This is an optimization exercise on Yosys and OpenROAD, whose aim is small area and a short achievable clock period, not a production implementation.
No activity file was given, so power comes from the tool's default toggle rates.

==> module magnitude, before the edit <==
module magnitude(voltage, clk, reset, pre_last, sel, cv_x, cv_t, cv_u, amp_t, amp_u, dc_offset);
input reset;
input [11:0] voltage;
input clk;
input pre_last;
input sel;
output [11:0] cv_x;
input [2:0] cv_t;
input [3:0] cv_u;
output reg [2:0] amp_t;
output reg [3:0] amp_u;
output reg [11:0] dc_offset;
reg [11:0] max;
reg [11:0] min;
reg [19:0] T;
function lt12(input [11:0] a, input [11:0] b);
	integer i;
	reg l;
	begin
		l = 1'b0;
		for (i = 0; i < 12; i = i + 1)
			l = (~a[i] & b[i]) | (~(a[i] ^ b[i]) & l);
		lt12 = l;
	end
endfunction
function [12:0] add12(input [11:0] a, input [11:0] b, input ci);
	integer i;
	reg c;
	begin
		c = ci;
		for (i = 0; i < 12; i = i + 1) begin
			add12[i] = a[i] ^ b[i] ^ c;
			c = (a[i] & b[i]) | (c & (a[i] ^ b[i]));
		end
		add12[12] = c;
	end
endfunction
localparam [19:0] T0 = 20'd1;
localparam [19:0] TEND = 20'h44F1F;
wire wend = (T == TEND);
wire [12:0] sum = add12(max, min, 1'b0);
wire [12:0] dif = add12(max, ~min, 1'b1);
assign cv_x = sel ? dc_offset : dif[11:0];
always @(posedge clk)
if (reset) begin
	amp_t <= 3'd0;
	amp_u <= 4'd0;
	max <= 12'd0;
	min <= 12'hFFF;
	dc_offset <= 12'd0;
	T <= T0;
end else begin
	dc_offset <= sum[12:1];
	if (wend) begin
		amp_t <= 3'd0;
		amp_u <= 4'd0;
		max <= 12'd0;
		min <= 12'hFFF;
		T <= T0;
	end else begin
		if (~sel) begin
			amp_t <= cv_t;
			amp_u <= cv_u;
		end
		if (lt12(max, voltage)) max <= voltage;
		if (lt12(voltage, min)) min <= voltage;
		T <= {T[18:0], T[19] ^ T[16]};
	end
end
endmodule
export LEC_CHECK = 0
export ABC_AREA = 1
export CAP_MARGIN = 20
export CORE_MARGIN = 2
export CORE_UTILIZATION = 40
export SLEW_MARGIN = 20
create_clock -name core_clock -period 110.0 [get_ports {clock}]
run.sh (not shown) runs the stock make flow with config.mk's settings and CLKGATE_MAP_FILE= SYNTH_SCRIPT=/design/flow/synth_recipe.tcl, a recipe that flattens the netlist after the stock synthesis.
Then changed:
--- a/flow/design.v
+++ b/flow/design.v
@@ -67,13 +67,13 @@
 input [3:0] cv_u;
 output reg [2:0] amp_t;
 output reg [3:0] amp_u;
 output reg [11:0] dc_offset;
 reg [11:0] max;
 reg [11:0] min;
-reg [19:0] T;
+reg [17:0] T;
 function lt12(input [11:0] a, input [11:0] b);
 	integer i;
 	reg l;
 	begin
 		l = 1'b0;
 		for (i = 0; i < 12; i = i + 1)
@@ -90,15 +90,27 @@
 			add12[i] = a[i] ^ b[i] ^ c;
 			c = (a[i] & b[i]) | (c & (a[i] ^ b[i]));
 		end
 		add12[12] = c;
 	end
 endfunction
-localparam [19:0] T0 = 20'd1;
-localparam [19:0] TEND = 20'h44F1F;
-wire wend = (T == TEND);
+function [18:0] inc18(input [17:0] x, input ci);
+	integer i;
+	reg c;
+	begin
+		c = ci;
+		for (i = 0; i < 18; i = i + 1) begin
+			inc18[i] = x[i] ^ c;
+			c = c & x[i];
+		end
+		inc18[18] = c;
+	end
+endfunction
+localparam [17:0] T0 = 18'd62144;    
+wire [18:0] Tn = inc18(T, pre_last);
+wire wend = Tn[18];
 wire [12:0] sum = add12(max, min, 1'b0);
 wire [12:0] dif = add12(max, ~min, 1'b1);
 assign cv_x = sel ? dc_offset : dif[11:0];
 always @(posedge clk)
 if (reset) begin
 	amp_t <= 3'd0;
@@ -119,13 +131,13 @@
 		if (~sel) begin
 			amp_t <= cv_t;
 			amp_u <= cv_u;
 		end
 		if (lt12(max, voltage)) max <= voltage;
 		if (lt12(voltage, min)) min <= voltage;
-		T <= {T[18:0], T[19] ^ T[16]};
+		T <= Tn[17:0];
 	end
 end
 endmodule
 module conv50(x, t, u);
 input [11:0] x;
 output [2:0] t;
Effect:
- The new run completed with no timing, DRC or antenna violations
- sequential share of layout area went down by 0.29 points
- wire length went down by about 0.8%
- die area went up by 0.84%
- setup slack improved by 0.86 ns
- non-clock buffer count went down by 1
- cell area hardly moves
- global-route usage went down by 0.22 points
- combinational power went down by about 64%
- core utilization went down by 0.22 points
- count of clock-buffer cells in the layout went down by 5
- clock skew went down by 0.0056 ns
Function was not checked in any run of this note: the RTL went through the layout flow alone.

-- port drivers added, routing unchanged --
The results above use ideal ports. As a check the final layouts listed here were re-extracted and re-timed, cells and wires unchanged.
Step 1 assumes that a clkbuf_16 drives the clock port and a buf_2 every other input.
Step 2, shift: input delay + t, output delay - t, t = (earliest + latest rising clock arrival at the registers) / 2. This alone moves slack from input paths to output paths.
Slacks: ideal ports / drivers / drivers and shift; pairs: ideal ports / drivers.
run	t, ns	slack for setup (ns)	hold WS [ns]
the first run	0.564	85.458 / 85.489 / 84.925	0.416 / 0.416 / 0.416
the second run	0.560	86.323 / 86.274 / 85.992	0.417 / 0.417 / 0.417
After both steps every run listed still meets setup and hold. The setup slack of the first run, which loses most, moves by +0.031 ns with the drivers and by -0.533 ns with both steps.
